This is an optimization exercise on Yosys and OpenROAD, whose aim is small area and a short achievable clock period, not a production implementation.
Only simulation tests tie the RTL to the original design; equivalence was not proved.
Power and IR drop assume default switching activity.

==> flow/design.v <==
module alu (input wire reset, sel, input wire [1:0] op, input wire [15:0] a, b, d,
	    output wire [15:0] w, output wire cout);
	wire inv, s_d, s_sum, nslg, s_or;
	wire [15:0] ng, nt, p;            
	wire [7:0] g2, t2;                
	wire [3:0] ng4, nt4;              
	wire [1:0] g8, t8;                
	wire [15:0] c;                    
	aluctl ctl (.reset(reset), .sel(sel), .op(op), .inv(inv), .s_d(s_d), .s_sum(s_sum), .nslg(nslg), .s_or(s_or));
	genvar i;
	generate
		pgen0 pg0 (.a(a[0]), .b(b[0]), .inv(inv), .ng(ng[0]), .nt(nt[0]), .p(p[0]));
		for (i = 1; i < 16; i = i + 1) begin : bs
			pgen pg (.a(a[i]), .b(b[i]), .inv(inv), .ng(ng[i]), .nt(nt[i]), .p(p[i]));
		end
		for (i = 0; i < 8; i = i + 1) begin : l1
			gtn2p n (.ngh(ng[2*i+1]), .nth(nt[2*i+1]), .ngl(ng[2*i]), .ntl(nt[2*i]), .g(g2[i]), .t(t2[i]));
		end
		for (i = 0; i < 4; i = i + 1) begin : l2
			gtp2n n (.gh(g2[2*i+1]), .th(t2[2*i+1]), .gl(g2[2*i]), .tl(t2[2*i]), .ng(ng4[i]), .nt(nt4[i]));
		end
		for (i = 0; i < 2; i = i + 1) begin : l3
			gtn2p n (.ngh(ng4[2*i+1]), .nth(nt4[2*i+1]), .ngl(ng4[2*i]), .ntl(nt4[2*i]), .g(g8[i]), .t(t8[i]));
		end
	endgenerate
	wire g8c;
	gn2p l3c (.ngh(ng4[1]), .nth(nt4[1]), .ngl(ng4[0]), .g(g8c));
	gtp g16 (.g(g8[1]), .t(t8[1]), .c(g8c), .co(cout));
	assign c[0] = inv;
	ninv c1i (.a(ng[0]), .y(c[1]));
	assign c[2] = g2[0];
	gtn c3i (.ng(ng[2]), .nt(nt[2]), .c(c[2]), .co(c[3]));
	ninv c4i (.a(ng4[0]), .y(c[4]));
	gtn c5i (.ng(ng[4]), .nt(nt[4]), .c(c[4]), .co(c[5]));
	gtp c6i (.g(g2[2]), .t(t2[2]), .c(c[4]), .co(c[6]));
	gtn c7i (.ng(ng[6]), .nt(nt[6]), .c(c[6]), .co(c[7]));
	assign c[8] = g8[0];
	gtn c9i (.ng(ng[8]), .nt(nt[8]), .c(c[8]), .co(c[9]));
	gtp c10i (.g(g2[4]), .t(t2[4]), .c(c[8]), .co(c[10]));
	gtn c11i (.ng(ng[10]), .nt(nt[10]), .c(c[10]), .co(c[11]));
	gtn c12i (.ng(ng4[2]), .nt(nt4[2]), .c(c[8]), .co(c[12]));
	gtn c13i (.ng(ng[12]), .nt(nt[12]), .c(c[12]), .co(c[13]));
	gtp c14i (.g(g2[6]), .t(t2[6]), .c(c[12]), .co(c[14]));
	gtn c15i (.ng(ng[14]), .nt(nt[14]), .c(c[14]), .co(c[15]));
	generate
		for (i = 0; i < 16; i = i + 1) begin : ws
			wsel s (.s_d(s_d), .s_sum(s_sum), .nslg(nslg), .s_or(s_or), .d(d[i]), .p(p[i]), .ng(ng[i]), .c(c[i]), .w(w[i]));
		end
	endgenerate
endmodule
module aluctl (input wire reset, sel, input wire [1:0] op, output wire inv, s_d, s_sum, nslg, s_or);
	assign inv = op[0] & ~op[1];
	assign s_d = ~sel & ~reset;
	assign s_sum = sel & ~op[1] & ~reset;
	assign nslg = ~(sel & op[1] & ~reset);
	assign s_or = sel & op[1] & op[0] & ~reset;
endmodule
module pgen (input wire a, b, inv, output wire ng, nt, p);
	wire bx;
	xor2m x (.a(b), .b(inv), .y(bx));
	gtbit gt (.a(a), .b(bx), .ng(ng), .nt(nt), .p(p));
endmodule
module xor2m (input wire a, b, output wire y);
	assign y = a ^ b;
endmodule
module gtbit (input wire a, b, output wire ng, nt, p);
	assign ng = ~(a & b);
	assign nt = ~(a | b);
	xor2m pp (.a(a), .b(b), .y(p));
endmodule
module pgen0 (input wire a, b, inv, output wire ng, nt, p);
	wire bx;
	xor2m x (.a(b), .b(inv), .y(bx));
	xor2m pp (.a(a), .b(bx), .y(p));
	ngc0 cg (.a(a), .b(b), .ci(inv), .ng(ng));
	assign nt = ~(a | bx);
endmodule
module ngc0 (input wire a, b, ci, output wire ng);
	assign ng = ~((a & (b | ci)) | (ci & ~b));
endmodule
module gtn2p (input wire ngh, nth, ngl, ntl, output wire g, t);
	assign g = ~(ngh & (nth | ngl));
	assign t = ~(nth | ntl);
endmodule
module gn2p (input wire ngh, nth, ngl, output wire g);
	assign g = ~(ngh & (nth | ngl));
endmodule
module gtp2n (input wire gh, th, gl, tl, output wire ng, nt);
	assign ng = ~(gh | (th & gl));
	assign nt = ~(th & tl);
endmodule
module gtp (input wire g, t, c, output wire co);
	assign co = g | (t & c);
endmodule
module gtn (input wire ng, nt, c, output wire co);
	assign co = ~ng | (~nt & c);
endmodule
module ninv (input wire a, output wire y);
	assign y = ~a;
endmodule
module wsel (input wire s_d, s_sum, nslg, s_or, d, p, ng, c, output wire w);
	assign w = (s_d & d) | (s_sum & (p ^ c)) | (~nslg & ~ng) | (s_or & p);
endmodule
module wrdec (input wire reset, wr, input wire [2:0] addr, output wire [7:0] ld, nld);
	genvar i;
	generate
		for (i = 0; i < 8; i = i + 1) begin : g
			assign ld[i] = (wr & (addr == i)) | reset;
			assign nld[i] = ~ld[i];
		end
	endgenerate
endmodule
module dec3 (input wire [2:0] addr, output wire [7:0] y);
	genvar i;
	generate
		for (i = 0; i < 8; i = i + 1) begin : g
			assign y[i] = (addr == i);
		end
	endgenerate
endmodule
module hold1 (input wire ld, nld, d, q, output wire y);
	assign y = (ld & d) | (nld & q);
endmodule
module rd8 (input wire [7:0] s, q, output wire o);
	wire y0, y1;
	aoi222 u0 (.a0(s[0]), .b0(q[0]), .a1(s[1]), .b1(q[1]), .a2(s[2]), .b2(q[2]), .y(y0));
	aoi222 u1 (.a0(s[3]), .b0(q[3]), .a1(s[4]), .b1(q[4]), .a2(s[5]), .b2(q[5]), .y(y1));
	assign o = ~(y0 & y1 & ~((s[6] & q[6]) | (s[7] & q[7])));
endmodule
module aoi222 (input wire a0, b0, a1, b1, a2, b2, output wire y);
	assign y = ~((a0 & b0) | (a1 & b1) | (a2 & b2));
endmodule
module reg_alu (input wire clk, reset, sel, wr, input wire [1:0] op, input wire [2:0] rd_addr_a,
		rd_addr_b, wr_addr, input wire [15:0] d_in, output wire [15:0] d_out_a, d_out_b, output wire cout);
	wire [15:0] wdata;
	wire [7:0] ld, nld, ra, rb;
	wire [127:0] y;
	reg [15:0] r0, r1, r2, r3, r4, r5, r6, r7;
	wire [127:0] q = {r7, r6, r5, r4, r3, r2, r1, r0};
	wrdec wdec (.reset(reset), .wr(wr), .addr(wr_addr), .ld(ld), .nld(nld));
	dec3 adec (.addr(rd_addr_a), .y(ra));
	dec3 bdec (.addr(rd_addr_b), .y(rb));
	genvar i, j;
	generate
		for (i = 0; i < 8; i = i + 1) begin : row
			for (j = 0; j < 16; j = j + 1) begin : col
				hold1 h (.ld(ld[i]), .nld(nld[i]), .d(wdata[j]), .q(q[16*i+j]), .y(y[16*i+j]));
			end
		end
		for (j = 0; j < 16; j = j + 1) begin : rd
			rd8 ma (.s(ra), .q({q[112+j], q[96+j], q[80+j], q[64+j], q[48+j], q[32+j], q[16+j], q[j]}), .o(d_out_a[j]));
			rd8 mb (.s(rb), .q({q[112+j], q[96+j], q[80+j], q[64+j], q[48+j], q[32+j], q[16+j], q[j]}), .o(d_out_b[j]));
		end
	endgenerate
	always @(posedge clk) begin
		r0 <= y[15:0];
		r1 <= y[31:16];
		r2 <= y[47:32];
		r3 <= y[63:48];
		r4 <= y[79:64];
		r5 <= y[95:80];
		r6 <= y[111:96];
		r7 <= y[127:112];
	end
	alu calc (.reset(reset), .sel(sel), .op(op), .a(d_out_a), .b(d_out_b), .d(d_in), .w(wdata), .cout(cout));
endmodule
==> flow/config.mk <==
export PLATFORM = sky130hd
export DESIGN_NAME = reg_alu
export DESIGN_NICKNAME = reg_alu
export VERILOG_FILES = /design/flow/design.v
export SDC_FILE = /design/flow/constraint.sdc
export NUM_CORES = 4
export LEC_CHECK = 0
export ABC_CLOCK_PERIOD_IN_PS = 5000
export CAP_MARGIN = 20
export CORE_MARGIN = 2
export CORE_UTILIZATION = 40
export SETUP_SLACK_MARGIN = 4.8
export SLEW_MARGIN = 20
export SYNTH_HIERARCHICAL = 1
export BUFFER_PORTS_ARGS = -buffer_cell sky130_fd_sc_hd__buf_1
export CTS_ARGS = -sink_clustering_enable -sink_clustering_size 8 -sink_clustering_max_diameter 40 -repair_clock_nets -root_buf sky130_fd_sc_hd__clkbuf_16 -buf_list sky130_fd_sc_hd__clkbuf_4 -sink_clustering_buffer sky130_fd_sc_hd__clkbuf_4
==> flow/constraint.sdc <==
create_clock -name core_clock -period 12.0 [get_ports {clk}]
set_input_delay 2.4000 -clock core_clock [delete_from_list [all_inputs] [get_ports {clk}]]
set_output_delay 2.4000 -clock core_clock [all_outputs]
set_load 0.01 [all_outputs]
standard.sh (not shown) runs the stock make flow with config.mk's settings and CLKGATE_MAP_FILE= SYNTH_SCRIPT=/design/flow/synth_recipe.tcl, a recipe that flattens the netlist after the stock synthesis.
==> flow/flow/run.sh <==
#!/bin/bash
# The standard layout with two changes:
#  - the port buffers placed at global placement use the smallest buffer
#    cell instead of the delay cell buffer_ports picks by default (every
#    input and output port still gets its own buffer; later repair steps
#    resize them as timing needs);
#  - clock tree synthesis uses a strong root buffer and small leaf buffers.
set -e
echo 'export BUFFER_PORTS_ARGS = -buffer_cell sky130_fd_sc_hd__buf_1' >> config.mk
echo 'export CTS_ARGS = -sink_clustering_enable -sink_clustering_size 8 -sink_clustering_max_diameter 40 -repair_clock_nets -root_buf sky130_fd_sc_hd__clkbuf_16 -buf_list sky130_fd_sc_hd__clkbuf_4 -sink_clustering_buffer sky130_fd_sc_hd__clkbuf_4' >> config.mk
bash standard.sh > standard.log 2>&1
The starting point passed the timing, design-rule and antenna checks.
Change:
==> flow/flow/run.sh (replaced) <==
#!/bin/bash
set -e
echo 'export BUFFER_PORTS_ARGS = -buffer_cell sky130_fd_sc_hd__buf_1' >> config.mk
bash standard.sh > standard.log 2>&1
==> flow/config.mk (replaced) <==
export PLATFORM = sky130hd
export DESIGN_NAME = reg_alu
export DESIGN_NICKNAME = reg_alu
export VERILOG_FILES = /design/flow/design.v
export SDC_FILE = /design/flow/constraint.sdc
export NUM_CORES = 4
export LEC_CHECK = 0
export ABC_CLOCK_PERIOD_IN_PS = 5000
export CAP_MARGIN = 20
export CORE_MARGIN = 2
export CORE_UTILIZATION = 40
export CTS_BUF_LIST = sky130_fd_sc_hd__clkbuf_8
export SETUP_SLACK_MARGIN = 5
export SLEW_MARGIN = 20
export SYNTH_HIERARCHICAL = 1
export BUFFER_PORTS_ARGS = -buffer_cell sky130_fd_sc_hd__buf_1
Outcome: The new run ran to the end with no violations; fmax is higher by about 2.8%; setup slack improves by 0.20 ns; non-clock buffer count is higher by 9.
Change:
--- a/flow/config.mk
+++ b/flow/config.mk
@@ -11,5 +11,5 @@
 export CORE_UTILIZATION = 40
 export CTS_BUF_LIST = sky130_fd_sc_hd__clkbuf_8
-export SETUP_SLACK_MARGIN = 5
+export SETUP_SLACK_MARGIN = 4.5
 export SLEW_MARGIN = 20
 export SYNTH_HIERARCHICAL = 1
Outcome:
- wire length came out lower by 3.9%
- total power drops by 7.7%
- core utilization fell by 2.7 points
- clock power is lower by 16%
- die area is unchanged
- hold slack loses 0.0080 ns
- cell count falls by 1.7%
- cell area came out lower by about 5%
- clock skew is about the same
- critical path depth is higher by 1
- worst setup slack gets worse by 0.44 ns

-- afterwards: timing with drivers on the ports --
The flow's constraints put no driver on any port. The routed layouts listed below were extracted and timed again, unchanged, in two steps.
Step 1 assumes that a clkbuf_16 drives the clock port and a buf_2 every other input.
Step 2 moves the port delays by t, midway between the first and last clock arrival at a register: inputs arrive t later, outputs are due t later. That takes back most of the time a late clock gives input paths.
Slacks: no drivers / after step 1 / after step 2; pairs: no drivers / after step 1.
| run | t, ns | setup WS [ns] | hold slack, ns |
|---|---|---|---|
| the first run | 0.398 | 4.861 / 4.839 / 4.839 | 0.510 / 0.510 / 0.510 |
| the second run | 0.474 | 5.057 / 5.029 / 5.029 | 0.507 / 0.507 / 0.507 |
| the third run | 0.469 | 4.622 / 4.596 / 4.596 | 0.499 / 0.499 / 0.499 |
After both steps every run listed still meets setup and hold. The setup slack of the second run, which loses most, moves by -0.028 ns with the drivers and by -0.028 ns with both steps.
